This design comes from an exercise in tuning for small area, a short achievable clock period and few clock cycles per item on the open sky130 flow, not from production work.
In this exercise RTL edits were held to simulation tests only and were not proved equivalent to the original.
Power figures rest on the tool's default switching activity, not on a simulated workload.

==> module geofence, before the edit <==
module geofence (clk, reset, X, Y, valid, is_inside);
input clk;
input reset;
input [9:0] X;
input [9:0] Y;
output valid;
output is_inside;
reg [4:0] k;
reg [9:0] px, py;        
reg [11:0] ms, md;       
reg [21:0] q;            
reg [15:0] cq;           
reg [21:0] sa3, sb4;     
reg [21:0] r, l;         
reg [21:0] w, u;         
reg [15:0] occ;          
reg vld, ins;            
reg sur;                 
reg line;                
wire [10:0] dx = {1'b0, X} - {1'b0, px};
wire [10:0] dy = {1'b0, Y} - {1'b0, py};
wire ixs = dx[10];
wire iys = dy[10];
wire ixz = dx == 11'd0;
wire iyz = dy == 11'd0;
wire [11:0] ut = {2'b0, X} + {2'b0, Y} + ms;
wire [11:0] wt = {2'b0, Y} - {2'b0, X} + md;
wire u_neg = ut[11];
wire u_zero = ut == 12'd0;
wire w_neg = wt[11];
wire w_zero = wt == 12'd0;
wire xn = ixs, xz = ixz, xp = !ixs && !ixz;
wire yn = iys, yz = iyz, yp = !iys && !iyz;
wire un = u_neg, uz = u_zero, up = !u_neg && !u_zero;
wire wn = w_neg, wz = w_zero, wp = !w_neg && !w_zero;
wire [15:0] icls = {xp & yn & up, xp & yn & uz, xp & yn & un, xz & yn,
                    xn & yn & wn, xn & yn & wz, xn & yn & wp, yz & xn,
                    xn & yp & un, xn & yp & uz, xn & yp & up, xz & yp,
                    xp & yp & wp, xp & yp & wz, xp & yp & wn, yz & xp};
wire [21:0] iq = {ixs, iys, ixs ? px - X : dx[9:0], iys ? py - Y : dy[9:0]};
always @(posedge clk) begin
    q <= iq;
    cq <= icls;
end
always @(posedge clk) begin
    if (k == 5'd0) begin
        px <= X;
        py <= Y;
        ms <= 12'd0 - {2'b0, X} - {2'b0, Y};
        md <= {2'b0, X} - {2'b0, Y};
    end
end
wire done = vld;
always @(posedge clk) begin
    if (reset || done)
        k <= 5'd0;
    else
        k <= k + 5'd1;
end
wire ld_r = k == 5'd2 || k == 5'd4 || k == 5'd7 || k == 5'd10 || k == 5'd13;
wire ld_l = k == 5'd5 || k == 5'd8 || k == 5'd11 || k == 5'd14;
reg upd, upd1;           
always @(posedge clk) begin
    upd <= !reset && !done && (k == 5'd3 || k == 5'd6 || k == 5'd9 || k == 5'd12 || k == 5'd15);
    upd1 <= !reset && !done && k == 5'd3;
end
always @(posedge clk) begin
    if (k == 5'd5)
        sa3 <= q;
    else if (k == 5'd7)
        sa3 <= q;
    if (k == 5'd6)
        sb4 <= q;
end
always @(posedge clk) begin
    if (k == 5'd2)
        occ <= cq;
    else
        occ <= occ | cq;
end
wire [15:0] o = occ | cq;
wire [31:0] o2 = {o, o};
reg [15:0] succ, bad, tin, tout;
reg [7:0] fit;
integer c, m;
always @(*) begin
    for (c = 0; c < 16; c = c + 1)
        succ[c] = o2[c + 1 +: 7] != 7'd0;
    bad = o & ~succ;
end
wire [31:0] bad2 = {bad, bad};
always @(*) begin
    for (c = 0; c < 16; c = c + 1)
        tin[c] = succ[c] && bad2[c + 1 +: 8] == 8'd0;
    for (m = 0; m < 8; m = m + 1)
        fit[m] = o2[2 * m + 9 +: 7] == 7'd0;
    for (c = 0; c < 16; c = c + 1) begin
        tout[c] = 1'b0;
        for (m = 0; m < 8; m = m + 1)
            if (((c - 2 * m + 16) % 16) <= 8 && fit[m])
                tout[c] = 1'b1;
    end
end
wire wxs = w[21], wys = w[20], uxs = u[21], uys = u[20];
wire [9:0] wxm = w[19:10], wym = w[9:0], uxm = u[19:10], uym = u[9:0];
wire [20:0] ts, tc;
xtree tree (.wxm(wxm), .wym(wym), .uxm(uxm), .uym(uym), .s(ts), .c(tc));
reg [20:0] xs, xc;       
reg sa, sb, anz, bnz, opp;
always @(posedge clk) begin
    xs <= ts;
    xc <= tc;
    sa <= wxs ^ uys;
    sb <= wys ^ uxs;
    anz <= wxm != 10'd0 && uym != 10'd0;
    bnz <= wym != 10'd0 && uxm != 10'd0;
    opp <= (wxm != 10'd0 && uxm != 10'd0 && wxs != uxs) ||
           (wym != 10'd0 && uym != 10'd0 && wys != uys);
end
wire [20:0] d = xs + xc;
wire dz = d == 21'd0;
wire cn = (sa == sb) ? (sa ? !d[20] && !dz : d[20]) : (sa && (anz || bnz));
wire cp = (sa == sb) ? (sa ? d[20] : !d[20] && !dz) : (!sa && (anz || bnz));
reg crn, crp;            
always @(posedge clk) begin
    crn <= cn;
    crp <= cp;
end
wire rn = upd1 ? cn : crn;
wire rp = upd1 ? cp : crp;
reg [21:0] rnx, lnx;
reg surnx, linenx;
always @(*) begin
    rnx = r;
    lnx = l;
    surnx = sur;
    linenx = line;
    if (k == 5'd2) begin
        rnx = q;
        lnx = q;
        surnx = 1'b0;
        linenx = 1'b0;
    end else if (upd && !sur) begin
        if (line) begin
            linenx = 1'b0;
            if (rn) begin
                rnx = l;
                lnx = r;
            end
        end else if (rn && cp) begin
            surnx = 1'b1;
        end else if (!rn && cp) begin
            lnx = u;
        end else if (rn && !cp) begin
            rnx = u;
        end else if (!rn && !rp && !cn && !cp && opp) begin
            lnx = u;
            linenx = 1'b1;
        end
    end
end
always @(posedge clk) begin
    r <= rnx;
    l <= lnx;
    sur <= surnx;
    line <= linenx;
end
always @(posedge clk) begin
    if (ld_r)
        w <= rnx;
    else if (ld_l)
        w <= l;
    case (k)
    5'd2: u <= iq;
    5'd4: u <= q;
    5'd7: u <= sa3;
    5'd10: u <= sb4;
    5'd13: u <= sa3;
    default: ;
    endcase
end
wire q_valid = (icls & (tin | tout)) != 16'd0;
wire q_in = (icls & tin) != 16'd0;
always @(posedge clk) begin
    if (reset || vld) begin
        vld <= 1'b0;
        ins <= 1'b0;
    end else begin
        vld <= (k == 5'd6 && q_valid) || (k >= 5'd7 && surnx) || k == 5'd16;
        ins <= (k == 5'd6 && q_in) || (k >= 5'd7 && surnx);
    end
end
assign valid = vld;
assign is_inside = ins;
endmodule
Settings: LEC_CHECK=0, CAP_MARGIN=20, CORE_MARGIN=2, CORE_UTILIZATION=35, SLEW_MARGIN=20; clock period 11.5 ns.
standard.sh (not shown) runs the stock make flow with config.mk's settings and CLKGATE_MAP_FILE= SYNTH_SCRIPT=/design/flow/synth_recipe.tcl, a recipe that flattens the netlist after the stock synthesis.
==> flow/flow/run.sh <==
#!/bin/bash
# Standard layout, with timing repair aiming for a period of about 4.3 ns
# (setup margin 7.2 ns at the design's 11.5 ns clock).
set -euo pipefail
bash standard.sh SETUP_SLACK_MARGIN=7.2 finish > flow.log 2>&1
The first run finished clean.
Testbench counts at the start, summed over its fixed seeds: cycles 15,062, items 1,600.
Then changed:
--- a/flow/design.v
+++ b/flow/design.v
@@ -13,9 +13,9 @@
 reg [21:0] sa3, sb4;     
 reg [21:0] r, l;         
 reg [21:0] w, u;         
 reg [15:0] occ;          
-reg vld, ins;            
+reg [15:0] vin, vout;    
 reg sur;                 
 reg line;                
 wire [10:0] dx = {1'b0, X} - {1'b0, px};
 wire [10:0] dy = {1'b0, Y} - {1'b0, py};
@@ -28,16 +28,33 @@
 wire u_neg = ut[11];
 wire u_zero = ut == 12'd0;
 wire w_neg = wt[11];
 wire w_zero = wt == 12'd0;
-wire xn = ixs, xz = ixz, xp = !ixs && !ixz;
-wire yn = iys, yz = iyz, yp = !iys && !iyz;
-wire un = u_neg, uz = u_zero, up = !u_neg && !u_zero;
-wire wn = w_neg, wz = w_zero, wp = !w_neg && !w_zero;
-wire [15:0] icls = {xp & yn & up, xp & yn & uz, xp & yn & un, xz & yn,
-                    xn & yn & wn, xn & yn & wz, xn & yn & wp, yz & xn,
-                    xn & yp & un, xn & yp & uz, xn & yp & up, xz & yp,
-                    xp & yp & wp, xp & yp & wz, xp & yp & wn, yz & xp};
+reg ygt, yeq;
+always @(*) begin
+    case ({ixs, iys})
+    2'b00: begin ygt = !w_neg && !w_zero; yeq = w_zero; end
+    2'b10: begin ygt = !u_neg && !u_zero; yeq = u_zero; end
+    2'b11: begin ygt = w_neg; yeq = w_zero; end
+    default: begin ygt = u_neg; yeq = u_zero; end
+    endcase
+end
+reg [15:0] icls;
+always @(*) begin
+    icls = 16'd0;
+    if (iyz) begin
+        if (!ixz) icls[ixs ? 8 : 0] = 1'b1;
+    end else if (ixz) begin
+        icls[iys ? 12 : 4] = 1'b1;
+    end else begin
+        case ({ixs, iys})
+        2'b00: icls[yeq ? 2 : (ygt ? 3 : 1)] = 1'b1;
+        2'b10: icls[yeq ? 6 : (ygt ? 5 : 7)] = 1'b1;
+        2'b11: icls[yeq ? 10 : (ygt ? 11 : 9)] = 1'b1;
+        default: icls[yeq ? 14 : (ygt ? 13 : 15)] = 1'b1;
+        endcase
+    end
+end
 wire [21:0] iq = {ixs, iys, ixs ? px - X : dx[9:0], iys ? py - Y : dy[9:0]};
 always @(posedge clk) begin
     q <= iq;
     cq <= icls;
@@ -49,9 +66,9 @@
         ms <= 12'd0 - {2'b0, X} - {2'b0, Y};
         md <= {2'b0, X} - {2'b0, Y};
     end
 end
-wire done = vld;
+wire done;
 always @(posedge clk) begin
     if (reset || done)
         k <= 5'd0;
     else
@@ -100,8 +117,12 @@
             if (((c - 2 * m + 16) % 16) <= 8 && fit[m])
                 tout[c] = 1'b1;
     end
 end
+always @(posedge clk) begin
+    vin <= tin;
+    vout <= tin | tout;
+end
 wire wxs = w[21], wys = w[20], uxs = u[21], uys = u[20];
 wire [9:0] wxm = w[19:10], wym = w[9:0], uxm = u[19:10], uym = u[9:0];
 wire [20:0] ts, tc;
 xtree tree (.wxm(wxm), .wym(wym), .uxm(uxm), .uym(uym), .s(ts), .c(tc));
@@ -178,21 +199,14 @@
     5'd13: u <= sa3;
     default: ;
     endcase
 end
-wire q_valid = (icls & (tin | tout)) != 16'd0;
-wire q_in = (icls & tin) != 16'd0;
-always @(posedge clk) begin
-    if (reset || vld) begin
-        vld <= 1'b0;
-        ins <= 1'b0;
-    end else begin
-        vld <= (k == 5'd6 && q_valid) || (k >= 5'd7 && surnx) || k == 5'd16;
-        ins <= (k == 5'd6 && q_in) || (k >= 5'd7 && surnx);
-    end
-end
-assign valid = vld;
-assign is_inside = ins;
+wire k7 = k == 5'd7;
+wire q_valid = (cq & vout) != 16'd0;
+wire q_in = (cq & vin) != 16'd0;
+assign done = (k7 && q_valid) || (k >= 5'd8 && sur) || k == 5'd17;
+assign valid = done;
+assign is_inside = sur || (k7 && q_in);
 endmodule
 module xtree (wxm, wym, uxm, uym, s, c);
 input [9:0] wxm, wym, uxm, uym;
 output [20:0] s, c;
Result:
- The changed run completed without violations
- final area rises by about 1.6%
- synthesized area rises by 0.98%
- routed wire length falls by about 4%
- core utilization rises by 0.44 points
- first-iteration DRC count falls by about 35%
- total power falls by about 4.6%
- cell count falls by about 2.2%
- hold slack gains 20 ps
- non-clock buffer count rises by 7
- worst setup slack gains 460 ps
Testbench counts after the change, summed over its fixed seeds: cycles 15,062, items 1,600.

what the ideal ports hide:
No port has a modelled driver above. Below, the same layouts with a new extraction and two added sets of constraints. Step 1 assumes that a clkbuf_16 drives the clock port and a buf_2 every other input. Step 2 adds t to the input delays and takes it off the output delays; t is the mean of the earliest and latest rising clock arrival at the registers after step 1. Input paths then give back, and output paths get back, about the clock's delay inside the block. Slacks: ideal ports / drivers / drivers and shift; pairs: ideal ports / drivers.
| run | shift t [ns] | setup slack, ns | pins driven straight from the clock port |
|---|---|---|---|
| the first run | 0.603 | 5.839 / 5.830 / 5.226 | 1 |
| the second run | 0.616 | 6.296 / 6.283 / 5.667 | 1 |
After both steps setup and hold are still met in every run listed. For the second run, which loses most, drivers alone change the setup slack by -0.013 ns; drivers and shift together by -0.629 ns.
